Source: an optimization exercise on an open RTL-to-GDS flow (aim: small area and a short achievable clock period). Production flows keep margins and buffers that such runs may drop.
At most, simulation tests tie the RTL to the original design; equivalence was not proved.
No functional check of the RTL was part of run 4.
Power figures rest on the tool's default switching activity, not on a simulated workload.

==> flow/design.v <==
`timescale 1ns / 1ps
module radix3_fft(
    input clk,
    input rst,
    input in_valid,
    input [31:0] a_re,
    input [31:0] a_img,
    input [31:0] b_re,
    input [31:0] b_img,
    input [31:0] c_re,
    input [31:0] c_img,
    output out_valid,
    output [31:0] ao_re,
    output [31:0] ao_img,
    output [31:0] bo_re,
    output [31:0] bo_img,
    output [31:0] co_re,
    output [31:0] co_img
    );
parameter [5:0] R1 = 6'b011111;     
parameter [5:0] R2 = 6'b011111;     
parameter [4:0] RM = 5'b10111;      
parameter [5:0] R3 = 6'b011111;     
parameter H1 = 0;                   
parameter H3 = 1;                   
function integer cnt;
    input [31:0] x;
    integer i;
    begin
        cnt = 0;
        for (i = 0; i < 32; i = i + 1) cnt = cnt + x[i];
    end
endfunction
localparam L1 = cnt(R1);
localparam L2 = cnt(R2);
localparam LM = cnt(RM);
localparam L3 = cnt(R3);
localparam LMID = (L2 > LM) ? L2 : LM;
localparam LAT = L1 + LMID + L3;
reg [LAT-1:0] v;
always @(posedge clk) begin
    if (rst)
        v <= {LAT{1'b0}};
    else
        v <= {v[LAT-2:0], in_valid};
end
assign out_valid = v[LAT-1];
wire [31:0] s_re, s_img, d_re, d_img, a1_re, a1_img;
r3_pair #(.R(R1), .HEAVY(H1)) P1R (.clk(clk), .x(b_re),  .y(c_re),  .zp(s_re),  .zm(d_re));
r3_pair #(.R(R1), .HEAVY(H1)) P1I (.clk(clk), .x(b_img), .y(c_img), .zp(s_img), .zm(d_img));
generate
    if (L1 > 0) begin : gDA
        r3_pipe #(.W(64), .N(L1)) DA (.clk(clk), .d({a_re, a_img}), .q({a1_re, a1_img}));
    end else begin : nDA
        assign {a1_re, a1_img} = {a_re, a_img};
    end
endgenerate
wire [31:0] ao2_re, ao2_img, p_re, p_img, m_re, m_img;
wire [31:0] ao3_re, ao3_img, p3_re, p3_img, m3_re, m3_img;
r3_st2 #(.R(R2)) S2R (.clk(clk), .a(a1_re),  .s(s_re),  .ao(ao2_re),  .p(p_re));
r3_st2 #(.R(R2)) S2I (.clk(clk), .a(a1_img), .s(s_img), .ao(ao2_img), .p(p_img));
r3_mul #(.R(RM)) MR (.clk(clk), .d(d_re),  .m(m_re));
r3_mul #(.R(RM)) MI (.clk(clk), .d(d_img), .m(m_img));
generate
    if (LMID - L2 > 0) begin : gDP
        r3_pipe #(.W(128), .N(LMID - L2)) DP (.clk(clk), .d({ao2_re, ao2_img, p_re, p_img}), .q({ao3_re, ao3_img, p3_re, p3_img}));
    end else begin : nDP
        assign {ao3_re, ao3_img, p3_re, p3_img} = {ao2_re, ao2_img, p_re, p_img};
    end
endgenerate
generate
    if (LMID - LM > 0) begin : gDM
        r3_pipe #(.W(64), .N(LMID - LM)) DM (.clk(clk), .d({m_re, m_img}), .q({m3_re, m3_img}));
    end else begin : nDM
        assign {m3_re, m3_img} = {m_re, m_img};
    end
endgenerate
r3_pair #(.R(R3), .HEAVY(H3)) P3R (.clk(clk), .x(p3_re),  .y(m3_img), .zp(co_re),  .zm(bo_re));
r3_pair #(.R(R3), .HEAVY(H3)) P3I (.clk(clk), .x(p3_img), .y(m3_re),  .zp(bo_img), .zm(co_img));
generate
    if (L3 > 0) begin : gDAO
        r3_pipe #(.W(64), .N(L3)) DAO (.clk(clk), .d({ao3_re, ao3_img}), .q({ao_re, ao_img}));
    end else begin : nDAO
        assign {ao_re, ao_img} = {ao3_re, ao3_img};
    end
endgenerate
endmodule
module r3_pipe #(parameter W = 32, parameter N = 1) (
    input clk,
    input [W-1:0] d,
    output [W-1:0] q
    );
generate
    if (N == 0) begin : g_wire
        assign q = d;
    end else begin : g_reg
        reg [W-1:0] r [0:N-1];
        integer i;
        always @(posedge clk) begin
            r[0] <= d;
            for (i = 1; i < N; i = i + 1) r[i] <= r[i-1];
        end
        assign q = r[N-1];
    end
endgenerate
endmodule
module r3_cut #(parameter W = 32, parameter EN = 1) (
    input clk,
    input [W-1:0] d,
    output [W-1:0] q
    );
generate
    if (EN) begin : g_reg
        reg [W-1:0] r;
        always @(posedge clk) r <= d;
        assign q = r;
    end else begin : g_wire
        assign q = d;
    end
endgenerate
endmodule
module r3_lzc (
    input [23:0] z,
    output [4:0] c
    );
wire [31:0] v = {z, 8'hff};
wire [15:0] a1; wire [15:0] c1;
wire [7:0] a2; wire [15:0] c2;
wire [3:0] a3; wire [11:0] c3;
wire [1:0] a4; wire [7:0] c4;
genvar i;
generate
    for (i = 0; i < 16; i = i + 1) begin : g1
        assign a1[i] = ~v[2*i+1] & ~v[2*i];
        assign c1[i] = ~v[2*i+1];
    end
    for (i = 0; i < 8; i = i + 1) begin : g2
        assign a2[i] = a1[2*i+1] & a1[2*i];
        assign c2[2*i+1:2*i] = a1[2*i+1] ? {1'b1, c1[2*i]} : {1'b0, c1[2*i+1]};
    end
    for (i = 0; i < 4; i = i + 1) begin : g3
        assign a3[i] = a2[2*i+1] & a2[2*i];
        assign c3[3*i+2:3*i] = a2[2*i+1] ? {1'b1, c2[4*i+1:4*i]} : {1'b0, c2[4*i+3:4*i+2]};
    end
    for (i = 0; i < 2; i = i + 1) begin : g4
        assign a4[i] = a3[2*i+1] & a3[2*i];
        assign c4[4*i+3:4*i] = a3[2*i+1] ? {1'b1, c3[6*i+2:6*i]} : {1'b0, c3[6*i+5:6*i+3]};
    end
endgenerate
assign c = a4[1] ? {1'b1, c4[3:0]} : {1'b0, c4[7:4]};
endmodule
module r3_norm1 (
    input [23:0] z,
    output [23:0] n,
    output [4:0] c,
    output zero
    );
assign zero = ~|z;
wire z16 = ~|z[23:8];
wire [23:0] n1 = z16 ? {z[7:0], 16'd0} : z;
wire z8 = ~|n1[23:16];
assign n = z8 ? {n1[15:0], 8'd0} : n1;
wire [4:0] lz;
r3_lzc L (.z(z), .c(lz));
assign c = zero ? 5'd0 : lz;
endmodule
module r3_norm2 (
    input [23:0] z,
    input [7:0] e,
    input [4:0] c,
    output [23:0] n,
    output [7:0] en
    );
wire z4 = ~|z[23:20];
wire [23:0] n3 = z4 ? {z[19:0], 4'd0} : z;
wire z2 = ~|n3[23:22];
wire [23:0] n4 = z2 ? {n3[21:0], 2'd0} : n3;
wire z1 = ~n4[23];
assign n = z1 ? {n4[22:0], 1'b0} : n4;
assign en = e - {3'd0, c};
endmodule
module r3_fin #(parameter [2:0] R = 0) (
    input clk,
    input [23:0] la,
    input [23:0] sa,
    input [23:0] ls,
    input [23:0] ss,
    input [7:0] ea,
    input [7:0] es,
    input same,
    input sgn,
    input sgnd,
    output [31:0] zp,
    output [31:0] zm
    );
wire [24:0] sum = {1'b0, la} + {1'b0, sa};
wire [23:0] dif = ls - ss;
wire [24:0] sum_d; wire [23:0] dif_d; wire [7:0] ea_d, es_d; wire same_d, sgn_d, sgnd_d;
generate
    if (R[0]) begin : gC0
        r3_cut #(.W(25+24+8+8+3)) C0 (.clk(clk), .d({sum, dif, ea, es, same, sgn, sgnd}), .q({sum_d, dif_d, ea_d, es_d, same_d, sgn_d, sgnd_d}));
    end else begin : nC0
        assign {sum_d, dif_d, ea_d, es_d, same_d, sgn_d, sgnd_d} = {sum, dif, ea, es, same, sgn, sgnd};
    end
endgenerate
wire [23:0] dn1; wire [4:0] lz; wire zero;
r3_norm1 N1 (.z(dif_d), .n(dn1), .c(lz), .zero(zero));
wire [31:0] rs = {sgn_d, sum_d[24] ? ea_d + 8'd1 : ea_d, sum_d[24] ? sum_d[23:1] : sum_d[22:0]};
wire [23:0] dn1_e; wire [31:0] rs_e; wire [7:0] es_e; wire [4:0] lz_e; wire same_e, sgnd_e;
generate
    if (R[1]) begin : gC1
        r3_cut #(.W(24+32+8+5+2)) C1 (.clk(clk), .d({dn1, rs, es_d, lz, same_d, sgnd_d}), .q({dn1_e, rs_e, es_e, lz_e, same_e, sgnd_e}));
    end else begin : nC1
        assign {dn1_e, rs_e, es_e, lz_e, same_e, sgnd_e} = {dn1, rs, es_d, lz, same_d, sgnd_d};
    end
endgenerate
wire [23:0] dn; wire [7:0] en;
r3_norm2 N2 (.z(dn1_e), .e(es_e), .c(lz_e), .n(dn), .en(en));
wire [31:0] rd = {sgnd_e, en, dn[22:0]};
wire [31:0] zp_e = same_e ? rs_e : rd;
wire [31:0] zm_e = same_e ? rd : rs_e;
generate
    if (R[2]) begin : gC2
        r3_cut #(.W(64)) C2 (.clk(clk), .d({zp_e, zm_e}), .q({zp, zm}));
    end else begin : nC2
        assign {zp, zm} = {zp_e, zm_e};
    end
endgenerate
endmodule
module r3_pair #(parameter [5:0] R = 0, parameter HEAVY = 0) (
    input clk,
    input [31:0] x,
    input [31:0] y,
    output [31:0] zp,
    output [31:0] zm
    );
wire [31:0] xi, yi;
generate
    if (R[5]) begin : gC5
        r3_cut #(.W(64)) C5 (.clk(clk), .d({x, y}), .q({xi, yi}));
    end else begin : nC5
        assign {xi, yi} = {x, y};
    end
endgenerate
wire [7:0] xe = xi[30:23], ye = yi[30:23];
wire xbig = xi[30:0] >= yi[30:0];
wire [7:0] dxy = xe - ye;
wire [7:0] dyx = ye - xe;
wire zxy = (|dxy[7:5]) | (dxy[4] & dxy[3]);
wire zyx = (|dyx[7:5]) | (dyx[4] & dyx[3]);
wire same_a = ~(xi[31] ^ yi[31]);
wire sgn_a = xi[31];
wire [22:0] xf_b, yf_b; wire [4:0] sh; wire [7:0] ea;
wire xbig_b, shz, same_b, sgn_b;
generate
    if (HEAVY) begin : g_heavy
        if (R[0]) begin : gC0
        r3_cut #(.W(23+23+5+8+4)) C0 (.clk(clk), .d({xi[22:0], yi[22:0], xbig ? dxy[4:0] : dyx[4:0], xbig ? xe : ye,
                xbig, xbig ? zxy : zyx, same_a, sgn_a}), .q({xf_b, yf_b, sh, ea, xbig_b, shz, same_b, sgn_b}));
    end else begin : nC0
        assign {xf_b, yf_b, sh, ea, xbig_b, shz, same_b, sgn_b} = {xi[22:0], yi[22:0], xbig ? dxy[4:0] : dyx[4:0], xbig ? xe : ye,
                xbig, xbig ? zxy : zyx, same_a, sgn_a};
    end
    end else begin : g_light
        wire [7:0] xe_b, ye_b; wire [4:0] dxy_b, dyx_b; wire zxy_b, zyx_b;
        if (R[0]) begin : gC0
        r3_cut #(.W(23+23+8+8+5+5+5)) C0 (.clk(clk), .d({xi[22:0], yi[22:0], xe, ye, dxy[4:0], dyx[4:0], xbig, zxy, zyx, same_a, sgn_a}), .q({xf_b, yf_b, xe_b, ye_b, dxy_b, dyx_b, xbig_b, zxy_b, zyx_b, same_b, sgn_b}));
    end else begin : nC0
        assign {xf_b, yf_b, xe_b, ye_b, dxy_b, dyx_b, xbig_b, zxy_b, zyx_b, same_b, sgn_b} = {xi[22:0], yi[22:0], xe, ye, dxy[4:0], dyx[4:0], xbig, zxy, zyx, same_a, sgn_a};
    end
        assign sh = xbig_b ? dxy_b : dyx_b;
        assign shz = xbig_b ? zxy_b : zyx_b;
        assign ea = xbig_b ? xe_b : ye_b;
    end
endgenerate
wire sgnd_b = sgn_b ^ ~xbig_b;
wire [22:0] lf = xbig_b ? xf_b : yf_b;
wire [22:0] sf = xbig_b ? yf_b : xf_b;
wire [23:0] sm = shz ? 24'd0 : ({1'b1, sf} >> sh);
wire [22:0] lf_c; wire [23:0] sm_c; wire same_c, sgn_c, sgnd_c; wire [7:0] e_c;
generate
    if (R[1]) begin : gC1
        r3_cut #(.W(23+24+3+8)) C1 (.clk(clk), .d({lf, sm, same_b, sgn_b, sgnd_b, ea}), .q({lf_c, sm_c, same_c, sgn_c, sgnd_c, e_c}));
    end else begin : nC1
        assign {lf_c, sm_c, same_c, sgn_c, sgnd_c, e_c} = {lf, sm, same_b, sgn_b, sgnd_b, ea};
    end
endgenerate
r3_fin #(.R(R[4:2])) F (.clk(clk), .la({1'b1, lf_c}), .sa(sm_c), .ls({1'b1, lf_c}), .ss(sm_c),
    .ea(e_c), .es(e_c), .same(same_c), .sgn(sgn_c), .sgnd(sgnd_c), .zp(zp), .zm(zm));
endmodule
module r3_st2 #(parameter [5:0] R = 0) (
    input clk,
    input [31:0] a,
    input [31:0] s,
    output [31:0] ao,
    output [31:0] p
    );
wire [31:0] ai, si;
generate
    if (R[5]) begin : gC5
        r3_cut #(.W(64)) C5 (.clk(clk), .d({a, s}), .q({ai, si}));
    end else begin : nC5
        assign {ai, si} = {a, s};
    end
endgenerate
wire sa = ai[31];
wire same = ~(ai[31] ^ si[31]);
wire [7:0] ea = ai[30:23];
wire [7:0] es = si[30:23];
wire [22:0] fa = ai[22:0];
wire [22:0] fs = si[22:0];
wire [8:0] t9 = {1'b0, ea} - {1'b0, es};
wire tneg = t9[8];                  
wire [7:0] d0 = t9[7:0];            
wire [7:0] n1 = es + ~ea;           
wire [7:0] es1 = es - 8'd1;
wire esz = ~|es;
wire w = esz & ea[7];
wire mp1 = tneg | w;                
wire [7:0] sg = mp1 ? n1 : d0;
wire zd0 = (|d0[7:5]) | (d0[4] & d0[3]);
wire zn1 = (|n1[7:5]) | (n1[4] & n1[3]);
wire sgz = mp1 ? zn1 : zd0;
wire feq0 = ~|d0;                   
wire feq1 = ~|n1;                   
wire fge = fa >= fs;
wire [7:0] e0 = tneg ? es : ea;
wire [7:0] e1 = (tneg | esz) ? es1 : ea;
wire [22:0] fa_b, fs_b; wire [4:0] sg_b; wire [7:0] e0_b, e1_b;
wire sgz_b, mp1_b, w_b, esz_b, feq0_b, feq1_b, fge_b, same_b, sa_b;
generate
    if (R[0]) begin : gC0
        r3_cut #(.W(23+23+5+8+8+9)) C0 (.clk(clk), .d({fa, fs, sg[4:0], e0, e1, sgz, mp1, w, esz, feq0, feq1, fge, same, sa}), .q({fa_b, fs_b, sg_b, e0_b, e1_b, sgz_b, mp1_b, w_b, esz_b, feq0_b, feq1_b, fge_b, same_b, sa_b}));
    end else begin : nC0
        assign {fa_b, fs_b, sg_b, e0_b, e1_b, sgz_b, mp1_b, w_b, esz_b, feq0_b, feq1_b, fge_b, same_b, sa_b} = {fa, fs, sg[4:0], e0, e1, sgz, mp1, w, esz, feq0, feq1, fge, same, sa};
    end
endgenerate
wire abig0_b = mp1_b ? w_b : ~(feq0_b & ~fge_b);
wire abig1_b = mp1_b ? (feq1_b & fge_b) : ~esz_b;
wire [3:0] sel0_b = mp1_b ? (w_b ? 4'b0000 : 4'b0100) : (abig0_b ? 4'b1000 : 4'b0010);
wire [3:0] sel1_b = mp1_b ? (abig1_b ? 4'b0001 : 4'b1000) : (esz_b ? 4'b0000 : 4'b0100);
wire [3:0] selA = same_b ? sel0_b : sel1_b;
wire [3:0] selS = same_b ? sel1_b : sel0_b;
wire abigA = same_b ? abig0_b : abig1_b;
wire abigS = same_b ? abig1_b : abig0_b;
wire [7:0] eA = same_b ? e0_b : e1_b;
wire [7:0] eS = same_b ? e1_b : e0_b;
wire sgnd = sa_b ^ ~abigS;
wire [23:0] ma = {1'b1, fa_b};
wire [23:0] ms = {1'b1, fs_b};
wire [23:0] xs = mp1_b ? ma : ms;
wire [23:0] base = sgz_b ? 24'd0 : (xs >> sg_b);
wire [23:0] base1 = {1'b0, base[23:1]};
wire [23:0] smA = ({24{selA[3]}} & base) | ({24{selA[2]}} & base1) |
                  ({24{selA[1]}} & ma) | ({24{selA[0]}} & ms);
wire [23:0] smS = ({24{selS[3]}} & base) | ({24{selS[2]}} & base1) |
                  ({24{selS[1]}} & ma) | ({24{selS[0]}} & ms);
wire [22:0] lfA = abigA ? fa_b : fs_b;
wire [22:0] lfS = abigS ? fa_b : fs_b;
wire [22:0] lfA_c, lfS_c; wire [23:0] smA_c, smS_c; wire [7:0] eA_c, eS_c; wire same_c, sa_c, sgnd_c;
generate
    if (R[1]) begin : gC1
        r3_cut #(.W(2*(23+24+8)+3)) C1 (.clk(clk), .d({lfA, smA, eA, lfS, smS, eS, same_b, sa_b, sgnd}), .q({lfA_c, smA_c, eA_c, lfS_c, smS_c, eS_c, same_c, sa_c, sgnd_c}));
    end else begin : nC1
        assign {lfA_c, smA_c, eA_c, lfS_c, smS_c, eS_c, same_c, sa_c, sgnd_c} = {lfA, smA, eA, lfS, smS, eS, same_b, sa_b, sgnd};
    end
endgenerate
r3_fin #(.R(R[4:2])) F (.clk(clk), .la({1'b1, lfA_c}), .sa(smA_c), .ls({1'b1, lfS_c}), .ss(smS_c),
    .ea(eA_c), .es(eS_c), .same(same_c), .sgn(sa_c), .sgnd(sgnd_c), .zp(ao), .zm(p));
endmodule
module r3_mul #(parameter [4:0] R = 0) (
    input clk,
    input [31:0] d,
    output [31:0] m
    );
wire [31:0] di;
generate
    if (R[3]) begin : gC3
        r3_cut #(.W(32)) C3 (.clk(clk), .d(d), .q(di));
    end else begin : nC3
        assign di = d;
    end
endgenerate
wire [23:0] mm = {1'b1, di[22:0]};
wire [24:0] t = {1'b0, mm} + {2'b0, mm[23:1]};
wire [23:0] u = mm - {4'd0, mm[23:4]};
wire [7:0] e = di[30:23];
wire ez_a = (e == 8'd0);
wire byp1_a = (e == 8'd1) | ((e == 8'd255) & t[24]);
wire byp2_a = (e[7:1] == 7'd1) | (e[7:1] == 7'd2);    
wire [22:0] f_b; wire c1; wire [23:0] u_b; wire [7:0] e_b; wire sd_b, ez, byp1, byp2;
generate
    if (R[0]) begin : gC0
        r3_cut #(.W(23+1+24+8+1+3)) C0 (.clk(clk), .d({di[22:0], t[24], u, e, di[31], ez_a, byp1_a, byp2_a}), .q({f_b, c1, u_b, e_b, sd_b, ez, byp1, byp2}));
    end else begin : nC0
        assign {f_b, c1, u_b, e_b, sd_b, ez, byp1, byp2} = {di[22:0], t[24], u, e, di[31], ez_a, byp1_a, byp2_a};
    end
endgenerate
wire u23 = u_b[23];
wire byp = byp1 | byp2;
wire nrm = ~byp & ~ez;
wire [23:0] m_b = {1'b1, f_b};
wire [24:0] o1 = {1'b0, byp1 ? u_b : m_b};
wire [24:0] o2 = nrm ? {2'd0, m_b[23:1]} : (byp1 & ~u23) ? {1'b0, u_b} : 25'd0;
wire [24:0] o3 = nrm ? {3'd0, u_b[23:3], 1'b0} : ez ? {2'd0, u_b[23:1]} : 25'd0;
wire cin = nrm & ~c1 & u_b[2];
wire sh = nrm & c1;
wire [7:0] e1 = byp2 ? e_b + 8'd250 :
                byp1 ? (e_b[1] ? 8'd252 : 8'd254) + {7'd0, u23} :
                ez   ? 8'd255 : e_b + {7'd0, c1};
wire sg = byp2 ? sd_b : ~sd_b;
wire [24:0] cs_s = o1 ^ o2 ^ o3;
wire [24:0] cs_c = (o1 & o2) | (o1 & o3) | (o2 & o3);
wire [24:0] cs_s_c, cs_c_c; wire cin_c, sh_c, sg_c; wire [7:0] e1_c;
generate
    if (R[1]) begin : gC1
        r3_cut #(.W(25+25+3+8)) C1 (.clk(clk), .d({cs_s, cs_c, cin, sh, sg, e1}), .q({cs_s_c, cs_c_c, cin_c, sh_c, sg_c, e1_c}));
    end else begin : nC1
        assign {cs_s_c, cs_c_c, cin_c, sh_c, sg_c, e1_c} = {cs_s, cs_c, cin, sh, sg, e1};
    end
endgenerate
wire [25:0] w = {1'b0, cs_s_c} + {cs_c_c, cin_c};
wire [25:0] w_d; wire sh_d, sg_d; wire [7:0] e1_d;
generate
    if (R[4]) begin : gC4
        r3_cut #(.W(26+2+8)) C4 (.clk(clk), .d({w, sh_c, sg_c, e1_c}), .q({w_d, sh_d, sg_d, e1_d}));
    end else begin : nC4
        assign {w_d, sh_d, sg_d, e1_d} = {w, sh_c, sg_c, e1_c};
    end
endgenerate
wire [7:0] e0_d = e1_d - 8'd1;
wire [24:0] h = sh_d ? w_d[25:1] : w_d[24:0];
wire [31:0] m_e = {sg_d, h[24] ? e1_d : e0_d, h[24] ? h[23:1] : h[22:0]};
generate
    if (R[2]) begin : gC2
        r3_cut #(.W(32)) C2 (.clk(clk), .d(m_e), .q(m));
    end else begin : nC2
        assign m = m_e;
    end
endgenerate
endmodule
==> flow/run.sh <==
#!/bin/bash
# synth_recipe.tcl (not shown) runs the flow's synth.tcl, then flattens the netlist and writes it again
# the make line also repeats each setting of config.mk as NAME=value (left out here)
make -C /OpenROAD-flow-scripts/flow DESIGN_CONFIG=/design/flow/config.mk WORK_HOME=/design/flow/orfs CLKGATE_MAP_FILE= SYNTH_SCRIPT=/design/flow/synth_recipe.tcl finish
==> flow/config.mk <==
export PLATFORM = sky130hd
export DESIGN_NAME = radix3_fft
export DESIGN_NICKNAME = radix3_fft
export VERILOG_FILES = /design/flow/design.v
export SDC_FILE = /design/flow/constraint.sdc
export NUM_CORES = 8
export LEC_CHECK = 0
export CAP_MARGIN = 20
export CORE_MARGIN = 2
export CORE_UTILIZATION = 55
export CTS_BUF_LIST = sky130_fd_sc_hd__clkbuf_8
export CTS_CLUSTER_DIAMETER = 60
export CTS_CLUSTER_SIZE = 16
export PLACE_DENSITY = 0.7
export SETUP_SLACK_MARGIN = 2.55
export SLEW_MARGIN = 20
export SYNTH_HIERARCHICAL = 1
==> flow/constraint.sdc <==
create_clock -name core_clock -period 5.0 [get_ports {clk}]
set_input_delay 1.0000 -clock core_clock [delete_from_list [all_inputs] [get_ports {clk}]]
set_output_delay 1.0000 -clock core_clock [all_outputs]
set_load 0.01 [all_outputs]
==> flow_metrics.env, run 1 <==
export IMPL_area_delta_synth_final_pct=10.6
export IMPL_die_y_um=493
export IMPL_cp_slowest_cell="dfxtp_1"
export IMPL_cpLargestDelayFamily="flip-flops"
export IMPL_hpwl_mm=251
export IMPL_port_buffers=387
export IMPL_start_util_pct=55.3
export IMPL_htreeDepth=5
export IMPL_hold_depth=0
export IMPL_setup_ws_ns=2.45
export IMPL_power_mw=106
export IMPL_path_class="flop to output pin"
export IMPL_cts_sinks=3205
export IMPL_fin_hold_ws_ns=0.300
export IMPL_cts_tree="built"
export IMPL_period_needed_ns=2.55
export IMPL_cp_start_kind="flop"
export IMPL_worst_slew_pin_slew_ns=1.18
export IMPL_postLayoutCellArea_um2=146000
export IMPL_worst_ep_required_time_ns=4.00
export IMPL_place_inst=15065
export IMPL_cp_cell_sequence="buf_2"
export IMPL_antenna_left=0
export IMPL_yosys_warnings=23
export IMPL_dp_slack_ns=1.56
export IMPL_dieArea_um2=243000
export IMPL_arrival_ns=1.55
export IMPL_path_buf_inv=1
export IMPL_grt_pass1_wl_mm=506
export IMPL_p_leak_nw=61.0
export IMPL_hold_path_class="flop to flop"
export IMPL_coreArea_um2=238000
export IMPL_period_share_pct=50.9
export IMPL_cts_made_buffers=276
export IMPL_instances_no_fill=15602
export IMPL_r2r_end="P3R.F.gC0.C0.g_reg.r[66]"
export IMPL_clk_latency_ns=1.08
export IMPL_antenna_found_initial=20
export IMPL_dpl_cell_area_um2=138000
export IMPL_clk_path_buf_depth=4
export IMPL_gp_congestion=0.946
export IMPL_synthCells=11905
export IMPL_max_cap_violations=0
export IMPL_wire_per_inst_um=21.1
export IMPL_die_x_um=493
export IMPL_end_kind="output pin"
export IMPL_cts_root_buffer="clkbuf_8"
export IMPL_max_slew_margin_pct=21.2
export IMPL_avgSynthCellArea_um2=11.1
export IMPL_fmax_ghz=0.393
export IMPL_fin_util_pct=61.2
export IMPL_grt_pass1_vias=88356
export IMPL_setup_violations=0
export IMPL_drive_above_1_share_pct=20.5
export IMPL_nNetsFinal=13312
export IMPL_first_iter_violations=6325
export IMPL_reg2reg_slack_ns=2.57
export IMPL_finalMaxSlewViolations=0
export IMPL_grt_overflow_total=0
export IMPL_via_count=88904
export IMPL_p_per_area_nw_per_um2=730
export IMPL_r2r_cells=8
export IMPL_syn_cell_area_um2=132000
export IMPL_rr_startpoint="P3R.gC1.C1.g_reg.r[39]"
export IMPL_vdd_ir_drop_max_mv=0.312
export IMPL_finalSetupTns_ns=0
export IMPL_hold_start="gDAO.DAO.g_reg.r[1][32]"
export IMPL_hold_viol_final=0
export IMPL_grt_use_total_pct=26.1
export IMPL_grt_max_degree=65
export IMPL_drtPass1Iterations=28
export IMPL_rsz0062_at_grt="true"
export IMPL_totalWireLength_mm=330
export IMPL_status="complete, no violations"
export IMPL_rows=179
export IMPL_pin_count=388
export IMPL_cp_max_fo=1
export IMPL_skew_ns=0.0661
export IMPL_path_clk_slew_ns=0.10
export IMPL_via_per_inst=5.70
export IMPL_drc_errors=0
export IMPL_max_stage_delay_ns=0.32
export IMPL_min_to="gDAO.DAO.g_reg.r[2][32]"
-- report_power, final --
part | internal [mW] | switching, mW
Sequential | 35.9 | 8.11
Clock | 5.71 | 8.44
Combinational | 22.3 | 25.8
Total | 63.9 | 42.3
-- final cells by class --
class | instances | area (um^2)
sequential | 3205 | 64500
inverter | 720 | 2710
timing repair buffer | 601 | 5610
multi-input combinational | 7535 | 64000
fill | 19497 | 92300
clock inverter | 79 | 766
tap | 3167 | 3960
clock buffer | 289 | 3980
antenna | 4 | 10.0
timing repair inverter | 2 | 10.0
-- registers in the layout (all words and copies together), names as in the netlist, 68 cells and up --
register and cells:
gDA.DA.g_reg.r 320, gDAO.DAO.g_reg.r 320, S2I.gC1.C1.g_reg.r 113, S2R.gC1.C1.g_reg.r 113, P1I.g_light.gC0.C0.g_reg.r 77, P1R.g_light.gC0.C0.g_reg.r 77
S2I.gC0.C0.g_reg.r 76, S2R.gC0.C0.g_reg.r 76, P1I.F.gC1.C1.g_reg.r 71, P1R.F.gC1.C1.g_reg.r 71, P3I.F.gC1.C1.g_reg.r 71, P3R.F.gC1.C1.g_reg.r 71
S2I.F.gC1.C1.g_reg.r 71, S2R.F.gC1.C1.g_reg.r 71, P1I.F.gC0.C0.g_reg.r 68, P1R.F.gC0.C0.g_reg.r 68, P3I.F.gC0.C0.g_reg.r 68, P3R.F.gC0.C0.g_reg.r 68
S2I.F.gC0.C0.g_reg.r 68, S2R.F.gC0.C0.g_reg.r 68
-- worst max-delay path by stage --
stage,startpoint,end,depth (start not counted)
2_1_floorplan,c_img[25],P1I.g_light.gC0.C0.g_reg.r[3],9
3_3_place_gp,gDM.DM.g_reg.r[0][27],P3R.g_heavy.gC0.C0.g_reg.r[11],8
3_5_place_dp,gDM.DM.g_reg.r[0][27],P3R.g_heavy.gC0.C0.g_reg.r[11],8
4_1_cts,P3R.F.gC2.C2.g_reg.r[0],bo_re[0],1
5_1_grt,gDAO.DAO.g_reg.r[4][44],ao_re[12],1
6_report,P3I.F.gC2.C2.g_reg.r[43],bo_img[11],1
-- routing by layer --
| layer | vias up | wire length [um] | global-route usage (%) |
|---|---|---|---|
| li1 | 43180 | - | - |
| met1 | 42487 | 147000 | 34.5 |
| met2 | 2618 | 155000 | 43.8 |
| met3 | 609 | 16900 | 4.13 |
| met4 | 10 | 10700 | 8.04 |
| met5 | - | 69 | 0.117 |
-- what timing repair did --
item,4_1_cts,5_1_grt
cloned,14,4
endpoints found under the setup margin,687,563
pin swaps,55,117
hold buffers,0,0
gates resized for setup,1138,334
setup buffers,69,73
-- placed cells by master, fill, tap and decap left out, types with 30 or more instances in the layout --
| master | n |
|---|---|
| nor2b_1 | 182 |
| dfxtp_1 | 2993 |
| ha_1 | 664 |
| xor2_1 | 196 |
| buf_6 | 123 |
| inv_1 | 727 |
| o21ai_0 | 305 |
| nand4_1 | 100 |
| a31oi_1 | 83 |
| nor4_4 | 30 |
| dfxtp_2 | 192 |
| nand2_1 | 541 |
| nor4_1 | 73 |
| o221ai_1 | 101 |
| fa_1 | 65 |
| clkbuf_8 | 289 |
| nor3_1 | 153 |
| o22ai_1 | 42 |
| a21o_1 | 194 |
| buf_2 | 83 |
| xnor2_1 | 268 |
| o21a_1 | 91 |
| nand3_1 | 112 |
| mux2i_1 | 569 |
| a32o_1 | 48 |
| buf_4 | 171 |
| a221o_1 | 64 |
| a21oi_1 | 560 |
| a211oi_1 | 89 |
| and3_1 | 38 |
| clkdlybuf4s50_1 | 194 |
| mux2_2 | 934 |
| nor2_1 | 568 |
| mux4_2 | 74 |
| o21bai_1 | 40 |
| a22oi_1 | 188 |
| o21ai_1 | 86 |
| o211ai_1 | 54 |
| and2_1 | 40 |
| nand2b_1 | 100 |
==> inputs of run 2 (changes only) <==
--- a/flow/config.mk
+++ b/flow/config.mk
@@ -9,5 +9,4 @@
 export CORE_MARGIN = 2
 export CORE_UTILIZATION = 55
-export CTS_BUF_LIST = sky130_fd_sc_hd__clkbuf_8
 export CTS_CLUSTER_DIAMETER = 60
 export CTS_CLUSTER_SIZE = 16
==> flow_metrics.env, run 2 <==
export IMPL_p_per_area_nw_per_um2=753
export IMPL_top_regs="gDA.DA.g_reg.r x320, gDAO.DAO.g_reg.r x320"
export IMPL_drtPass1Iterations=30
export IMPL_nNetsFinal=13312
export IMPL_p_leak_nw=62.3
export IMPL_status="complete, no violations"
export IMPL_grt_max_degree=65
export IMPL_clk_latency_ns=0.93
export IMPL_cts_made_buffers=276
export IMPL_period_share_pct=49.0
export IMPL_vdd_ir_drop_max_mv=0.319
export IMPL_grt_use_total_pct=26.2
export IMPL_first_iter_violations=6484
export IMPL_seqCellArea_um2=64400
export IMPL_rows=179
export IMPL_finalMaxSlewViolations=0
export IMPL_htreeDepth=5
export IMPL_clk_path_buf_depth=4
export IMPL_final_cell_mix="dfxtp_1 (3054), mux2_2 (934), inv_1 (712)"
export IMPL_cp_max_fo=4
export IMPL_port_buffers=387
export IMPL_max_cap_violations=0
export IMPL_dieArea_um2=243000
export IMPL_avgSynthCellArea_um2=11.1
export IMPL_antenna_left=0
export IMPL_via_count=89230
export IMPL_max_stage_delay_ns=0.37
export IMPL_setup_violations=0
export IMPL_via_per_inst=5.72
export IMPL_arrival_ns=3.26
export IMPL_path_class="flop to flop"
export IMPL_path_clk_slew_ns=0.07
export IMPL_cts_sinks=3205
export IMPL_hold_viol_final=0
export IMPL_crit_path_frequent_cell="o211ai_1"
export IMPL_cp_slowest_cell="ha_1"
export IMPL_fillers=19138
export IMPL_place_inst=15065
export IMPL_worst_ep_required_time_ns=5.81
export IMPL_instances_no_fill=15601
export IMPL_fin_util_pct=62.4
export IMPL_hpwl_mm=251
export IMPL_antenna_found_initial=20
export IMPL_wire_per_inst_um=21.3
export IMPL_worst_slew_pin_slew_ns=1.21
export IMPL_cp_cell_sequence="ha_1 -> a21o_1 -> o21bai_1 -> o211ai_1 -> o211ai_1 -> o21ai_0 -> a21oi_1 -> xor2_1"
export IMPL_hold_buffers=0
export IMPL_grt_pass1_wl_mm=509
export IMPL_grt_pass1_vias=88687
export IMPL_syn_cell_area_um2=132000
export IMPL_drc_errors=0
export IMPL_start_util_pct=55.3
export IMPL_totalWireLength_mm=332
export IMPL_finalSetupTns_ns=0
export IMPL_synthCells=11905
export IMPL_die_x_um=493
export IMPL_max_slew_margin_pct=19.5
export IMPL_cts_root_buffer="clkbuf_16"
export IMPL_gp_congestion=0.946
export IMPL_fmax_ghz=0.408
export IMPL_period_needed_ns=2.45
export IMPL_cts_tree="built"
export IMPL_hold_path_class="flop to flop"
export IMPL_pin_count=388
export IMPL_end_kind="flop"
export IMPL_grt_overflow_total=0
export IMPL_yosys_warnings=23
export IMPL_area_delta_synth_final_pct=12.9
export IMPL_final_common_cell="dfxtp_1"
export IMPL_die_y_um=493
export IMPL_drive_above_1_share_pct=20.2
export IMPL_rsz0062_at_grt="true"
export IMPL_multi_input_area_um2=64200
export IMPL_skew_ns=0.0569
export IMPL_cp_start_kind="flop"
export IMPL_coreArea_um2=238000
[run 2: metal layers]
layer | vias to the layer above | track usage, % | part of all wire [%]
li1 | 43198 | - | -
met5 | - | 0 | 0.048
met2 | 2638 | 44.5 | 48
met3 | 583 | 4.06 | 5.1
met4 | 18 | 7.72 | 2.9
met1 | 42793 | 34.4 | 44
[run 2: final cells by class]
type	count	area share [%]
antenna	3	0.00506
clock buffer	300	4.83
clock inverter	68	0.509
inverter	720	1.83
multi-input combinational	7534	43.3
sequential	3205	43.4
tap	3167	2.67
timing repair buffer	602	3.52
timing repair inverter	2	0.00674
[run 2: what timing repair did]
item / 4_1_cts / 5_1_grt
endpoints found under the setup margin: 673 / 403
pin swaps: 59 / 126
setup buffers: 60 / 81
cloned: 14 / 4
resized for setup: 1069 / 318
[run 2: power by group]
group	internal [mW]	total (mW)	switching, mW
clock network	10.6	19.8	9.17
registers	35.9	44.0	8.08
logic	22.1	48.1	26.0
[run 2: path summary, 6_finish.rpt]
kind | startpoint | depth (start not counted) | slack, ns | end
worst max-delay path | P3R.gC1.C1.g_reg.r[39] | 8 | 2.55 | P3R.F.gC0.C0.g_reg.r[66]
worst min-delay path | gDAO.DAO.g_reg.r[1][32] | 0 | 0.31 | gDAO.DAO.g_reg.r[2][32]
worst max register to register | P3R.gC1.C1.g_reg.r[39] | 8 | 2.55 | P3R.F.gC0.C0.g_reg.r[66]
worst min register to register | gDAO.DAO.g_reg.r[1][32] | 0 | 0.31 | gDAO.DAO.g_reg.r[2][32]
[run 2: worst max-delay path, delay by kind of cell, from the launching register on]
kind            cells  cell delay, ns
xor+xnor            1            0.15
compound gates      6            1.45
fa+ha+maj           1            0.37
flops               1            0.35
[run 2: per-stage QoR]
step                      cell area [um^2]  hold WS (ns)  worst slack [ns]  total power, mW
after detailed placement            138000         0.312              1.56             89.0
after CTS                           146000         0.297              2.53              110
after floorplan                     132000         0.310              2.49             74.2
after global routing                148000         0.296              2.44              119
after global placement              137000         0.310              1.70             88.2
final                               148000         0.307              2.55              112
==> inputs of run 3 (changes only) <==
--- a/flow/config.mk
+++ b/flow/config.mk
@@ -9,8 +9,9 @@
 export CORE_MARGIN = 2
 export CORE_UTILIZATION = 55
+export CTS_BUF_LIST = sky130_fd_sc_hd__clkbuf_8 sky130_fd_sc_hd__clkbuf_16
 export CTS_CLUSTER_DIAMETER = 60
 export CTS_CLUSTER_SIZE = 16
 export PLACE_DENSITY = 0.7
-export SETUP_SLACK_MARGIN = 2.55
+export SETUP_SLACK_MARGIN = 2.5
 export SLEW_MARGIN = 20
 export SYNTH_HIERARCHICAL = 1
==> flow_metrics.env, run 3 <==
export IMPL_worst_slew_pin_slew_ns=1.16
export IMPL_met2_usage_pct=43.5
export IMPL_totalWireLength_mm=323
export IMPL_finalSetupTns_ns=0
export IMPL_path_clk_slew_ns=0.07
export IMPL_pin_count=388
export IMPL_max_cap_violations=0
export IMPL_setup_violations=0
export IMPL_max_slew_margin_pct=22.9
export IMPL_final_common_cell="dfxtp_1"
export IMPL_hpwl_mm=246
export IMPL_drc_errors=0
export IMPL_grt_pass1_vias=88244
export IMPL_cp_max_fo=5
export IMPL_arrival_ns=3.28
export IMPL_nNetsFinal=13251
export IMPL_gp_congestion=0.960
export IMPL_wire_per_inst_um=20.8
export IMPL_cts_tree="built"
export IMPL_max_stage_delay_ns=0.39
export IMPL_die_x_um=493
export IMPL_path_depth=9
export IMPL_rsz0062_at_grt="true"
export IMPL_via_count=88958
export IMPL_cts_sinks=3205
export IMPL_die_y_um=493
export IMPL_end_kind="flop"
export IMPL_worst_ep_required_time_ns=5.80
export IMPL_hold_viol_final=0
export IMPL_cpLargestDelayFamily="compound AO/OA/AOI/OAI gates"
export IMPL_yosys_warnings=23
export IMPL_dieArea_um2=243000
export IMPL_syn_cell_area_um2=132000
export IMPL_finalMaxSlewViolations=0
export IMPL_grt_overflow_total=0
export IMPL_avgSynthCellArea_um2=11.1
export IMPL_path_class="flop to flop"
export IMPL_vdd_ir_drop_max_mv=0.379
export IMPL_htreeDepth=4
export IMPL_rows=179
export IMPL_hold_path_class="flop to flop"
export IMPL_use_met3_pct=3.59
export IMPL_cp_start_kind="flop"
export IMPL_path_buf_inv=1
export IMPL_power_mw=109
export IMPL_start_util_pct=55.3
export IMPL_period_needed_ns=2.48
export IMPL_clk_path_buf_depth=3
export IMPL_antenna_found_initial=23
export IMPL_via_per_inst=5.73
export IMPL_grt_pass1_wl_mm=500
export IMPL_drtPass1Iterations=28
export IMPL_hold_buffers=0
export IMPL_area_delta_synth_final_pct=11.6
export IMPL_grt_use_total_pct=25.7
export IMPL_coreArea_um2=238000
export IMPL_first_iter_violations=6627
export IMPL_clk_latency_ns=0.91
export IMPL_top_regs="gDA.DA.g_reg.r x320, gDAO.DAO.g_reg.r x320"
export IMPL_cts_made_buffers=239
export IMPL_drive_above_1_share_pct=18.7
export IMPL_cp_slowest_cell="ha_2"
export IMPL_skew_ns=0.0337
export IMPL_synthCells=11905
export IMPL_status="complete, no violations"
export IMPL_fin_util_pct=61.7
export IMPL_antenna_left=0
export IMPL_cts_root_buffer="clkbuf_16"
export IMPL_p_leak_nw=61.7
export IMPL_grt_busiest_layer="met2"
export IMPL_fmax_ghz=0.404
export IMPL_r2r_cells=9
export IMPL_period_share_pct=49.6
export IMPL_port_buffers=387
export IMPL_hold_depth=0
export IMPL_final_cell_mix="dfxtp_1 (3125), mux2_2 (934), inv_1 (729)"
export IMPL_p_per_area_nw_per_um2=744
export IMPL_grt_max_degree=65
export IMPL_cp_cell_sequence="inv_1 -> ha_2 -> a21o_1 -> a31oi_2 -> a32oi_2 -> a31oi_1 -> o21a_1 -> o31ai_2 -> xor2_1"
export IMPL_met1_usage_pct=34.0
==> run 3: repair_timing <==
action | CTS | global route
buffers inserted | 42 | 76
hold endpoints to repair | 0 | 0
resized for setup | 839 | 270
gates cloned | 13 | 3
pin swaps | 37 | 82
endpoints found under the setup margin | 602 | 321
==> run 3: power breakdown <==
part	total, mW	internal [mW]	switching, mW
combinational	46.9	21.6	25.3
clock	18.4	9.51	8.86
sequential	43.9	35.8	8.07
total	109	66.9	42.3
==> run 3: final cells by class <==
type | count | area [um^2]
antenna | 4 | 10.0
clock buffer | 256 | 6270
clock inverter | 72 | 956
fill | 19238 | 91000
inverter | 720 | 2710
multi-input combinational | 7533 | 63700
sequential | 3205 | 64300
tap | 3167 | 3960
timing repair buffer | 579 | 4880
timing repair inverter | 2 | 10.0
==> run 3: final timing paths <==
check                                             start                       end  slack, ns
worst min register to register  gDAO.DAO.g_reg.r[1][27]   gDAO.DAO.g_reg.r[2][27]       0.31
worst max register to register   P3R.gC1.C1.g_reg.r[15]  P3R.F.gC0.C0.g_reg.r[36]       2.52
worst min-delay path            gDAO.DAO.g_reg.r[1][27]   gDAO.DAO.g_reg.r[2][27]       0.31
worst max-delay path             P3R.gC1.C1.g_reg.r[15]  P3R.F.gC0.C0.g_reg.r[36]       2.52
==> run 3: through the flow <==
| step | hold slack, ns | setup WS (ns) | instances | area, um^2 |
|---|---|---|---|---|
| after floorplan | 0.310 | 2.48 | 11915 | 132000 |
| after global placement | 0.310 | 1.71 | 15066 | 137000 |
| after detailed placement | 0.312 | 1.66 | 15067 | 138000 |
| after CTS | 0.305 | 2.50 | 15450 | 145000 |
| after global routing | 0.317 | 2.45 | 15536 | 147000 |
| final | 0.311 | 2.52 | 15538 | 147000 |
==> run 3: metal layers <==
metal  vias to the layer above  routed length (um)  part of all wire [%]
li1                      43053                   -                     -
met1                     42663              145000                    45
met2                      2649              153000                    47
met3                       583               15700                   4.9
met4                        10                9770                   3.0
met5                         -                  68                 0.021
==> run 3: worst register-to-register path, stage by stage, from the launching register on <==
cell and delay, ns:
dfxtp_1 0.34, inv_1 0.05, ha_2 0.39, a21o_1 0.19, a31oi_2 0.06, a32oi_2 0.37, a31oi_1 0.21, o21a_1 0.26
o31ai_2 0.30, xor2_1 0.23
==> inputs of run 4 (changes only) <==
--- a/flow/design.v
+++ b/flow/design.v
@@ -23,5 +23,5 @@
 parameter [5:0] R3 = 6'b011111;     
 parameter H1 = 0;                   
-parameter H3 = 1;                   
+parameter H3 = 0;                   
 function integer cnt;
     input [31:0] x;
--- a/flow/config.mk
+++ b/flow/config.mk
@@ -9,5 +9,5 @@
 export CORE_MARGIN = 2
 export CORE_UTILIZATION = 55
-export CTS_BUF_LIST = sky130_fd_sc_hd__clkbuf_8 sky130_fd_sc_hd__clkbuf_16
+export CTS_BUF_LIST = sky130_fd_sc_hd__clkbuf_8
 export CTS_CLUSTER_DIAMETER = 60
 export CTS_CLUSTER_SIZE = 16
==> flow_metrics.env, run 4 <==
export IMPL_rows=180
export IMPL_final_cell_mix="dfxtp_1 (3057), mux2_2 (954), inv_1 (741)"
export IMPL_path_class="flop to output pin"
export IMPL_rsz0062_at_grt="true"
export IMPL_hold_buffers=0
export IMPL_path_buf_inv=1
export IMPL_reg2reg_slack_ns=2.53
export IMPL_r2r_cells=9
export IMPL_avgSynthCellArea_um2=10.9
export IMPL_coreArea_um2=241000
export IMPL_path_depth=1
export IMPL_hold_viol_final=0
export IMPL_wire_per_inst_um=20.7
export IMPL_clk_path_buf_depth=4
export IMPL_max_cap_violations=0
export IMPL_cp_cell_sequence="buf_6"
export IMPL_dr_wl_met2_mm=153
export IMPL_antenna_left=0
export IMPL_cts_made_buffers=274
export IMPL_nNetsFinal=13505
export IMPL_instances_no_fill=15809
export IMPL_finalSetupTns_ns=0
export IMPL_synthCells=12159
export IMPL_first_iter_violations=6684
export IMPL_cp_slowest_cell="dfxtp_2"
export IMPL_path_clk_slew_ns=0.09
export IMPL_hold_path_class="flop to flop"
export IMPL_fillers=19741
export IMPL_place_inst=15339
export IMPL_totalWireLength_mm=328
export IMPL_gp_congestion=0.951
export IMPL_antenna_found_initial=15
export IMPL_status="complete, no violations"
export IMPL_cp_start_kind="flop"
export IMPL_drt_met1_wl_mm=146
export IMPL_max_stage_delay_ns=0.33
export IMPL_start_util_pct=55.3
export IMPL_cpLargestDelayFamily="flip-flops"
export IMPL_skew_ns=0.0703
export IMPL_grt_pass1_vias=89699
export IMPL_hpwl_mm=254
export IMPL_cts_tree="built"
export IMPL_grt_use_total_pct=25.7
export IMPL_period_share_pct=50.2
export IMPL_drtPass1Iterations=8
export IMPL_p_per_area_nw_per_um2=727
export IMPL_period_needed_ns=2.51
export IMPL_drive_above_1_share_pct=18.2
export IMPL_rr_startpoint="P3I.gC1.C1.g_reg.r[35]"
export IMPL_htreeDepth=5
export IMPL_grt_pass1_wl_mm=506
export IMPL_cts_sinks=3233
export IMPL_cts_root_buffer="clkbuf_8"
export IMPL_final_common_cell="dfxtp_1"
export IMPL_dieArea_um2=246000
export IMPL_worst_ep_required_time_ns=4.00
export IMPL_yosys_warnings=22
export IMPL_setup_violations=0
export IMPL_highest_layer="met5"
export IMPL_die_x_um=496
export IMPL_p_leak_nw=61.5
export IMPL_cp_startpoint="gDAO.DAO.g_reg.r[4][0]"
export IMPL_die_y_um=496
export IMPL_max_slew_margin_pct=24.5
export IMPL_drc_errors=0
export IMPL_worst_slew_pin_slew_ns=1.13
export IMPL_arrival_ns=1.51
export IMPL_finalMaxSlewViolations=0
export IMPL_crit_end="ao_img[0]"
export IMPL_syn_cell_area_um2=133000
export IMPL_vdd_ir_drop_max_mv=0.283
export IMPL_end_kind="output pin"
export IMPL_route_met3_wl_mm=16.3
export IMPL_via_count=90685
export IMPL_r2r_end="P3I.F.gC0.C0.g_reg.r[39]"
export IMPL_port_buffers=387
export IMPL_clk_latency_ns=1.08
export IMPL_grt_overflow_total=0
export IMPL_pin_count=388
export IMPL_area_delta_synth_final_pct=9.68
export IMPL_via_per_inst=5.74
export IMPL_grt_max_degree=65
export IMPL_top_regs="gDA.DA.g_reg.r x320, gDAO.DAO.g_reg.r x320"
export IMPL_fmax_ghz=0.398
export IMPL_cp_max_fo=1
-- run 4: final cells by class --
cell class	instances	area, um^2	area share (%)
multi-input cells	7745	64300	44.1
well taps	3185	3990	2.73
clock inverters	69	813	0.558
clock buffers	292	4020	2.76
diodes	5	12.5	0.00858
flip-flops and latches	3233	65000	44.5
repair buffers	540	4970	3.41
inverters	740	2780	1.90
-- run 4: how the worst min path moves through the flow --
stage,start,endpoint,slack [ns],depth (start not counted)
floorplan,P1I.F.gC2.C2.g_reg.r[31],MI.gC0.C0.g_reg.r[3],0.31,0
global placement,gDAO.DAO.g_reg.r[3][6],gDAO.DAO.g_reg.r[4][6],0.31,0
detailed placement,gDAO.DAO.g_reg.r[0][52],gDAO.DAO.g_reg.r[1][52],0.31,0
CTS,a_re[0],gDA.DA.g_reg.r[0][32],0.22,1
global route,a_re[9],gDA.DA.g_reg.r[0][41],0.28,1
finish,gDAO.DAO.g_reg.r[3][60],gDAO.DAO.g_reg.r[4][60],0.30,0
-- run 4: per-layer routing --
layer | vias to the layer above | global-route usage (%)
met5 | - | 0
met4 | 14 | 9.75
met3 | 649 | 3.55
met2 | 2715 | 43.0
met1 | 43204 | 33.7
li1 | 44103 | -
-- run 4: power by group --
part | internal (mW) | switching, mW
Sequential | 36.3 | 8.22
Clock | 6.02 | 8.28
Combinational | 21.7 | 25.6
Total | 63.9 | 42.1
-- run 4: per-stage QoR --
stage	instance area, um^2	util (%)	setup WS [ns]	hold slack [ns]	total power [mW]
global route	146000	60.6	2.39	0.283	113
CTS	144000	60.0	2.34	0.224	105
global placement	139000	57.8	1.56	0.310	89.1
floorplan	133000	-	2.45	0.310	74.9
finish	146000	60.6	2.49	0.300	106
detailed placement	139000	57.8	1.61	0.312	89.9
-- run 4: what timing repair did --
action                                  CTS  global route
hold endpoints to repair                  0             0
gates resized for setup                 994           276
cloned                                    7             4
buffers inserted                         33            57
pin swaps                                22            60
endpoints found under the setup margin  670           557
==> inputs of run 5 (changes only) <==
--- a/flow/design.v
+++ b/flow/design.v
@@ -23,5 +23,5 @@
 parameter [5:0] R3 = 6'b011111;     
 parameter H1 = 0;                   
-parameter H3 = 0;                   
+parameter H3 = 1;                   
 function integer cnt;
     input [31:0] x;
--- a/flow/config.mk
+++ b/flow/config.mk
@@ -8,9 +8,9 @@
 export CAP_MARGIN = 20
 export CORE_MARGIN = 2
-export CORE_UTILIZATION = 55
+export CORE_UTILIZATION = 65
 export CTS_BUF_LIST = sky130_fd_sc_hd__clkbuf_8
 export CTS_CLUSTER_DIAMETER = 60
 export CTS_CLUSTER_SIZE = 16
-export PLACE_DENSITY = 0.7
+export PLACE_DENSITY = 0.75
 export SETUP_SLACK_MARGIN = 2.5
 export SLEW_MARGIN = 20
==> flow_metrics.env, run 5 <==
export IMPL_clk_path_buf_depth=3
export IMPL_worst_slew_pin_slew_ns=1.16
export IMPL_setup_ws_ns=2.47
export IMPL_pin_count=388
export IMPL_antenna_found_initial=11
export IMPL_power_mw=105
export IMPL_reg2reg_slack_ns=2.50
export IMPL_clk_latency_ns=1.06
export IMPL_yosys_warnings=23
export IMPL_totalWireLength_mm=319
export IMPL_wire_per_inst_um=21.2
export IMPL_hold_depth=0
export IMPL_cts_root_buffer="clkbuf_8"
export IMPL_end_kind="output pin"
export IMPL_coreArea_um2=202000
export IMPL_drive_above_1_share_pct=19.4
export IMPL_cpLargestDelayFamily="flip-flops"
export IMPL_arrival_ns=1.53
export IMPL_rsz0062_at_grt="true"
export IMPL_rows=165
export IMPL_synthCells=11905
export IMPL_final_cell_mix="dfxtp_1 (3010), mux2_2 (939), inv_1 (725)"
export IMPL_nNetsFinal=13253
export IMPL_status="complete, no violations"
export IMPL_grt_max_degree=65
export IMPL_hold_path_class="flop to flop"
export IMPL_port_buffers=387
export IMPL_via_count=90033
export IMPL_vdd_ir_drop_max_mv=0.409
export IMPL_cp_start_kind="flop"
export IMPL_min_to="gDA.DA.g_reg.r[4][61]"
export IMPL_finalMaxSlewViolations=0
export IMPL_hold_viol_final=0
export IMPL_max_slew_margin_pct=22.4
export IMPL_skew_ns=0.0547
export IMPL_area_delta_synth_final_pct=9.23
export IMPL_antenna_left=0
export IMPL_hold_buffers=0
export IMPL_period_needed_ns=2.53
export IMPL_dpl_cell_area_um2=137000
export IMPL_drtPass1Iterations=6
export IMPL_r2r_cells=9
export IMPL_p_leak_nw=60.5
export IMPL_via_per_inst=5.99
export IMPL_syn_cell_area_um2=132000
export IMPL_period_share_pct=50.6
export IMPL_setup_violations=0
export IMPL_worst_ep_required_time_ns=4.00
export IMPL_max_cap_violations=0
export IMPL_path_clk_slew_ns=0.09
export IMPL_top_regs="gDA.DA.g_reg.r x320, gDAO.DAO.g_reg.r x320"
export IMPL_p_per_area_nw_per_um2=729
export IMPL_cts_sinks=3205
export IMPL_final_common_cell="dfxtp_1"
export IMPL_grt_use_total_pct=29.7
export IMPL_hpwl_mm=242
export IMPL_cp_slowest_cell="dfxtp_4"
export IMPL_hold_start="gDA.DA.g_reg.r[3][61]"
export IMPL_grt_pass1_wl_mm=490
export IMPL_die_y_um=454
export IMPL_r2r_end="P1I.F.gC0.C0.g_reg.r[42]"
export IMPL_grt_overflow_total=0
export IMPL_avgSynthCellArea_um2=11.1
export IMPL_htreeDepth=4
export IMPL_first_iter_violations=7693
export IMPL_dieArea_um2=206000
export IMPL_die_x_um=454
export IMPL_grt_pass1_vias=88347
export IMPL_postLayoutCellArea_um2=144000
export IMPL_path_class="flop to output pin"
export IMPL_cts_tree="built"
export IMPL_cts_made_buffers=236
export IMPL_path_buf_inv=1
export IMPL_drc_errors=0
export IMPL_fmax_ghz=0.395
export IMPL_rr_startpoint="P1I.gC1.C1.g_reg.r[15]"
export IMPL_cp_cell_sequence="buf_6"
export IMPL_dp_slack_ns=1.71
export IMPL_cp_max_fo=1
export IMPL_max_stage_delay_ns=0.37
export IMPL_gp_congestion=0.971
export IMPL_start_util_pct=65.2
export IMPL_finalSetupTns_ns=0
[run 5: per-stage QoR]
stage               hold WS (ns)  std cells  util [%]
CTS                        0.271      14934      70.3
global placement           0.310      14565      67.8
floorplan                  0.310      11915         -
global route               0.319      15026      71.2
finish                     0.309      15028      71.2
detailed placement         0.312      14565      67.8
[run 5: repair_timing]
item                                    in CTS  in global routing
gates cloned                                15                  2
buffers inserted                            45                 85
endpoints found under the hold margin        0                  0
endpoints found under the setup margin     652                559
pin swaps                                   33                 72
resized for setup                         1051                291
[run 5: where the power goes]
group	total, mW	internal [mW]	switching, mW
clock network	13.1	5.05	8.03
logic	47.6	22.0	25.5
registers	44.1	35.9	8.19
[run 5: area by class of cell]
cell class                      instances  area, um^2
Clock inverter                         64         803
Multi-Input combinational cell       7536       63600
Clock buffer                          245        3370
Inverter                              720        2710
Timing Repair Buffer                  581        5360
Fill cell                           14374       58000
Tap cell                             2672        3340
Timing Repair inverter                  2        10.0
Antenna cell                            3        7.51
Sequential cell                      3205       64500
[run 5: how the worst max path moves through the flow]
stage,slack (ns),end,cells after the start,start
final,2.47,ao_img[28],1,gDAO.DAO.g_reg.r[4][28]
after global routing,2.38,ao_img[28],1,gDAO.DAO.g_reg.r[4][28]
after CTS,2.35,ao_img[28],1,gDAO.DAO.g_reg.r[4][28]
after detailed placement,1.71,S2I.gC1.C1.g_reg.r[104],6,S2I.gC0.C0.g_reg.r[1]
after global placement,1.76,S2R.gC0.C0.g_reg.r[16],10,gDA.DA.g_reg.r[4][55]
after floorplan,2.48,S2I.gC0.C0.g_reg.r[28],9,gDA.DA.g_reg.r[4][23]
[run 5: layer usage]
layer | global-route usage [%] | part of all wire, % | vias up
met4 | 10.7 | 3.7 | 10
met2 | 50.7 | 48 | 3201
li1 | - | - | 43067
met1 | 38.7 | 43 | 43050
met5 | 0 | 0.021 | -
met3 | 3.77 | 5.5 | 705
==> inputs of run 6 (changes only) <==
--- a/flow/config.mk
+++ b/flow/config.mk
@@ -8,10 +8,10 @@
 export CAP_MARGIN = 20
 export CORE_MARGIN = 2
-export CORE_UTILIZATION = 65
+export CORE_UTILIZATION = 40
 export CTS_BUF_LIST = sky130_fd_sc_hd__clkbuf_8
 export CTS_CLUSTER_DIAMETER = 60
 export CTS_CLUSTER_SIZE = 16
-export PLACE_DENSITY = 0.75
-export SETUP_SLACK_MARGIN = 2.5
+export PLACE_DENSITY = 0.7
+export SETUP_SLACK_MARGIN = 2.45
 export SLEW_MARGIN = 20
 export SYNTH_HIERARCHICAL = 1
==> flow_metrics.env, run 6 <==
export IMPL_status="complete, no violations"
export IMPL_coreArea_um2=327000
export IMPL_rsz0062_at_grt="true"
export IMPL_syn_cell_area_um2=132000
export IMPL_first_iter_violations=6254
export IMPL_highest_layer="met5"
export IMPL_grt_pass1_wl_mm=474
export IMPL_antenna_found_initial=17
export IMPL_p_per_area_nw_per_um2=719
export IMPL_dieArea_um2=334000
export IMPL_worst_ep_required_time_ns=4.00
export IMPL_reg2reg_slack_ns=2.49
export IMPL_cts_sinks=3205
export IMPL_max_cap_violations=0
export IMPL_setup_violations=0
export IMPL_cp_start_kind="flop"
export IMPL_dr_wl_met2_mm=136
export IMPL_p_leak_nw=60.8
export IMPL_yosys_warnings=23
export IMPL_start_util_pct=40.2
export IMPL_clk_latency_ns=1.09
export IMPL_drive_above_1_share_pct=18.9
export IMPL_rows=210
export IMPL_fmax_ghz=0.393
export IMPL_place_inst=16235
export IMPL_via_per_inst=5.19
export IMPL_grt_overflow_total=0
export IMPL_grt_use_total_pct=17.6
export IMPL_min_to="gDAO.DAO.g_reg.r[3][55]"
export IMPL_r2r_end="S2I.gC1.C1.g_reg.r[14]"
export IMPL_skew_ns=0.0579
export IMPL_area_delta_synth_final_pct=11.0
export IMPL_path_buf_inv=1
export IMPL_cts_root_buffer="clkbuf_8"
export IMPL_r2r_cells=8
export IMPL_drc_errors=0
export IMPL_instances_no_fill=16772
export IMPL_finalSetupTns_ns=0
export IMPL_clk_path_buf_depth=4
export IMPL_nNetsFinal=13241
export IMPL_antenna_left=0
export IMPL_die_x_um=577
export IMPL_wire_per_inst_um=18.2
export IMPL_end_kind="output pin"
export IMPL_path_class="flop to output pin"
export IMPL_cp_max_fo=1
export IMPL_hold_viol_final=0
export IMPL_path_clk_slew_ns=0.09
export IMPL_cts_tree="built"
export IMPL_arrival_ns=1.54
export IMPL_die_y_um=577
export IMPL_period_share_pct=50.9
export IMPL_final_cell_mix="dfxtp_1 (3051), mux2_2 (940), inv_1 (735)"
export IMPL_hpwl_mm=230
export IMPL_max_slew_margin_pct=23.3
export IMPL_port_buffers=387
export IMPL_final_common_cell="dfxtp_1"
export IMPL_period_needed_ns=2.54
export IMPL_totalWireLength_mm=305
export IMPL_cp_cell_sequence="buf_2"
export IMPL_cpLargestDelayFamily="flip-flops"
export IMPL_vdd_ir_drop_max_mv=0.317
export IMPL_cts_made_buffers=285
export IMPL_grt_pass1_vias=84048
export IMPL_hold_depth=0
export IMPL_drtPass1Iterations=6
export IMPL_rr_startpoint="S2I.gC0.C0.g_reg.r[26]"
export IMPL_pin_count=388
export IMPL_worst_slew_pin_slew_ns=1.15
export IMPL_cp_slowest_cell="dfxtp_1"
export IMPL_synthCells=11905
export IMPL_top_regs="gDA.DA.g_reg.r x320, gDAO.DAO.g_reg.r x320"
export IMPL_route_met3_wl_mm=14.9
export IMPL_hold_path_class="flop to flop"
export IMPL_avgSynthCellArea_um2=11.1
export IMPL_hold_start="gDAO.DAO.g_reg.r[2][55]"
export IMPL_max_stage_delay_ns=0.32
export IMPL_grt_max_degree=65
export IMPL_finalMaxSlewViolations=0
export IMPL_gp_congestion=0.931
export IMPL_drt_met1_wl_mm=144
export IMPL_via_count=87113
export IMPL_htreeDepth=5
run 6: cell count changes in the layout (fill, tap and decap cells not counted), sizes merged:
| cell | change |
|---|---|
| clkinv | +25 |
| diode | +4 |
| clkbuf | +59 |
| clkinvlp | +4 |
| o31ai | +1 |
| nor3 | -1 |
| inv | +39 |
| bufinv | -1 |
| buf | -59 |
| mux2i | -1 |
run 6: where the power goes:
part	switching, mW	internal, mW
Combinational	24.6	21.2
Sequential	7.77	35.8
Clock	9.13	6.38
run 6: per-layer routing:
metal  global-route usage, %  up-vias
met5                       0        -
met2                    28.3     2377
met3                    2.49      536
met4                    5.59       10
met1                    24.3    41069
li1                        -    43121
run 6: final cells by class:
class	instances	area (um^2)
inverter	720	2710
fill	30704	181000
clock buffer	304	4180
clock inverter	132	1440
multi-input combinational	7535	63100
timing repair buffer	522	4800
sequential	3205	64400
tap	4346	5440
antenna	7	17.5
timing repair inverter	1	5.00
run 6: per-stage QoR:
stage	setup slack [ns]	util (%)	total power [mW]	hold WS, ns	area [um^2]
CTS	2.31	44.2	104	0.242	145000
floorplan	2.45	-	74.1	0.310	132000
detailed placement	1.79	42.4	88.2	0.312	139000
finish	2.46	44.6	105	0.283	146000
global route	2.34	44.6	112	0.275	146000
global placement	1.83	42.4	87.8	0.310	139000
run 6: how the worst max path moves through the flow:
stage / start / to / slack [ns] / cells after the start
final: gDAO.DAO.g_reg.r[4][37] / ao_re[5] / 2.46 / 1
after global routing: gDAO.DAO.g_reg.r[4][49] / ao_re[17] / 2.34 / 1
after CTS: gDAO.DAO.g_reg.r[4][43] / ao_re[11] / 2.31 / 1
after detailed placement: c_re[25] / P1R.g_light.gC0.C0.g_reg.r[3] / 1.79 / 9
after global placement: c_img[25] / P1I.g_light.gC0.C0.g_reg.r[3] / 1.83 / 9
after floorplan: c_img[25] / P1I.g_light.gC0.C0.g_reg.r[3] / 2.45 / 9
run 6: repair_timing:
action                                 in CTS  in global routing
pin swaps                                  12                 52
buffers inserted                           32                 43
endpoints found under the hold margin       0                  0
cloned                                     14                  1
hold buffers                                0                  0
setup endpoints to repair                 658                482
gates resized for setup                   979                184
==> inputs of run 7 (changes only) <==
--- a/flow/config.mk
+++ b/flow/config.mk
@@ -8,10 +8,10 @@
 export CAP_MARGIN = 20
 export CORE_MARGIN = 2
-export CORE_UTILIZATION = 40
+export CORE_UTILIZATION = 55
 export CTS_BUF_LIST = sky130_fd_sc_hd__clkbuf_8
-export CTS_CLUSTER_DIAMETER = 60
-export CTS_CLUSTER_SIZE = 16
+export CTS_CLUSTER_DIAMETER = 50
+export CTS_CLUSTER_SIZE = 12
 export PLACE_DENSITY = 0.7
-export SETUP_SLACK_MARGIN = 2.45
+export SETUP_SLACK_MARGIN = 2.5
 export SLEW_MARGIN = 20
 export SYNTH_HIERARCHICAL = 1
==> flow_metrics.env, run 7 <==
export IMPL_power_internal_mw=66.0
export IMPL_wire_per_inst_um=20.7
export IMPL_cts_root_buffer="clkbuf_8"
export IMPL_finalMaxSlewViolations=0
export IMPL_finalSetupTns_ns=0
export IMPL_worst_ep_required_time_ns=5.95
export IMPL_period_needed_ns=2.55
export IMPL_cpLargestDelayFamily="compound AO/OA/AOI/OAI gates"
export IMPL_clk_latency_ns=1.10
export IMPL_path_buf_inv=1
export IMPL_arrival_ns=3.50
export IMPL_totalWireLength_mm=325
export IMPL_power_frac_seq_pct=40.7
export IMPL_status="complete, no violations"
export IMPL_top_regs="gDA.DA.g_reg.r x320, gDAO.DAO.g_reg.r x320"
export IMPL_comb_power_share_pct=43.7
export IMPL_final_cell_mix="dfxtp_1 (3028), mux2_2 (939), inv_1 (734)"
export IMPL_coreArea_um2=238000
export IMPL_drc_errors=0
export IMPL_cp_start_kind="flop"
export IMPL_p_leak_nw=61.7
export IMPL_pin_count=388
export IMPL_clk_path_buf_depth=4
export IMPL_port_buffers=387
export IMPL_yosys_warnings=23
export IMPL_die_x_um=493
export IMPL_max_slew_margin_pct=22.2
export IMPL_switchingPower_mw=42.5
export IMPL_postLayoutCellArea_um2=147000
export IMPL_hold_viol_final=0
export IMPL_hold_path_class="flop to flop"
export IMPL_clockPowerShare_pct=15.7
export IMPL_grt_max_degree=65
export IMPL_dpl_cell_area_um2=138000
export IMPL_final_common_cell="dfxtp_1"
export IMPL_end_kind="flop"
export IMPL_grt_pass1_vias=89278
export IMPL_power_mw=108
export IMPL_max_cap_violations=0
export IMPL_gp_congestion=0.960
export IMPL_antenna_found_initial=22
export IMPL_cts_sinks=3205
export IMPL_p_per_area_nw_per_um2=739
export IMPL_skew_ns=0.0705
export IMPL_via_per_inst=5.72
export IMPL_rsz0062_at_grt="true"
export IMPL_nNetsFinal=13384
export IMPL_grt_use_total_pct=25.8
export IMPL_drive_above_1_share_pct=20.6
export IMPL_setup_violations=0
export IMPL_first_iter_violations=6581
export IMPL_dieArea_um2=243000
export IMPL_avgSynthCellArea_um2=11.1
export IMPL_area_delta_synth_final_pct=11.5
export IMPL_cp_cell_sequence="buf_8 -> mux2_1 -> mux4_2 -> nor2_1 -> a211oi_1 -> a31oi_1 -> o221ai_1"
export IMPL_htreeDepth=5
export IMPL_cp_max_fo=8
export IMPL_worst_slew_pin_slew_ns=1.17
export IMPL_start_util_pct=55.3
export IMPL_drtPass1Iterations=27
export IMPL_fmax_ghz=0.392
export IMPL_hpwl_mm=246
export IMPL_hold_buffers=0
export IMPL_grt_overflow_total=0
export IMPL_sw_frac_of_total_pct=39.2
export IMPL_cts_tree="built"
export IMPL_synthCells=11905
export IMPL_antenna_left=0
export IMPL_reg2reg_slack_ns=2.45
export IMPL_cts_made_buffers=364
export IMPL_via_count=89856
export IMPL_path_class="flop to flop"
export IMPL_max_stage_delay_ns=0.58
export IMPL_syn_cell_area_um2=132000
export IMPL_period_share_pct=51.1
export IMPL_die_y_um=493
export IMPL_path_clk_slew_ns=0.08
export IMPL_fin_util_pct=61.7
export IMPL_grt_pass1_wl_mm=502
export IMPL_vdd_ir_drop_max_mv=0.325
export IMPL_cp_slowest_cell="a31oi_1"
export IMPL_rows=179
-- run 7: final timing paths --
path	startpoint	endpoint	cells past startpoint
worst min register to register	S2R.gC1.C1.g_reg.r[8]	S2R.F.gC0.C0.g_reg.r[8]	0
worst max register to register	S2R.gC0.C0.g_reg.r[25]	S2R.gC1.C1.g_reg.r[25]	7
worst max-delay path	S2R.gC0.C0.g_reg.r[25]	S2R.gC1.C1.g_reg.r[25]	7
worst min-delay path	S2R.gC1.C1.g_reg.r[8]	S2R.F.gC0.C0.g_reg.r[8]	0
-- run 7: layout make-up --
type | instances | area, um^2
timing repair buffer | 587 | 5350
fill | 19290 | 91100
sequential | 3205 | 64400
multi-input combinational | 7533 | 63700
clock buffer | 385 | 5300
timing repair inverter | 2 | 10.0
inverter | 720 | 2710
clock inverter | 116 | 1270
tap | 3167 | 3960
antenna | 5 | 12.5
-- run 7: power groups by stage --
stage,combinational [mW],clock [mW],sequential (mW)
after detailed placement,44.2,0,44.4
after floorplan,33.6,0,40.5
after CTS,45.2,17.5,43.9
after global placement,43.5,0,44.2
after global routing,51.8,18.5,45.1
final,47.4,17.0,44.1
-- run 7: what timing repair did --
| item | CTS | global route |
|---|---|---|
| endpoints found under the setup margin | 592 | 482 |
| buffers inserted | 43 | 83 |
| endpoints found under the hold margin | 0 | 0 |
| gates resized for setup | 1041 | 312 |
| cloned | 13 | 3 |
| pin swaps | 36 | 78 |
-- run 7: worst register-to-register path: stages (launching register included) --
cell and delay [ns]:
dfxtp_4 0.44, buf_8 0.15, mux2_1 0.33, mux4_2 0.53, nor2_1 0.11, a211oi_1 0.06, a31oi_1 0.58, o221ai_1 0.25
-- run 7: stage by stage --
| step | setup slack (ns) | std cells | hold WS, ns |
|---|---|---|---|
| after floorplan | 2.48 | 11915 | 0.310 |
| after global placement | 1.71 | 15066 | 0.310 |
| after detailed placement | 1.66 | 15067 | 0.312 |
| after CTS | 2.32 | 15624 | 0.224 |
| after global routing | 2.36 | 15717 | 0.264 |
| final | 2.45 | 15720 | 0.274 |
-- run 7: routing by layer --
layer	global-route usage (%)	wire, um	vias up
li1	-	-	43342
met5	0	81	-
met3	3.98	17700	655
met2	43.4	153000	2902
met4	8.19	10200	12
met1	33.9	144000	42945

Setup slack of run 7, layout unchanged: 2.447 ns with ideal ports, 2.363 ns with driving cells assumed (clock clkbuf_16, inputs buf_2), 1.713 ns with port delays also shifted by the 1.159 ns mid clock arrival.
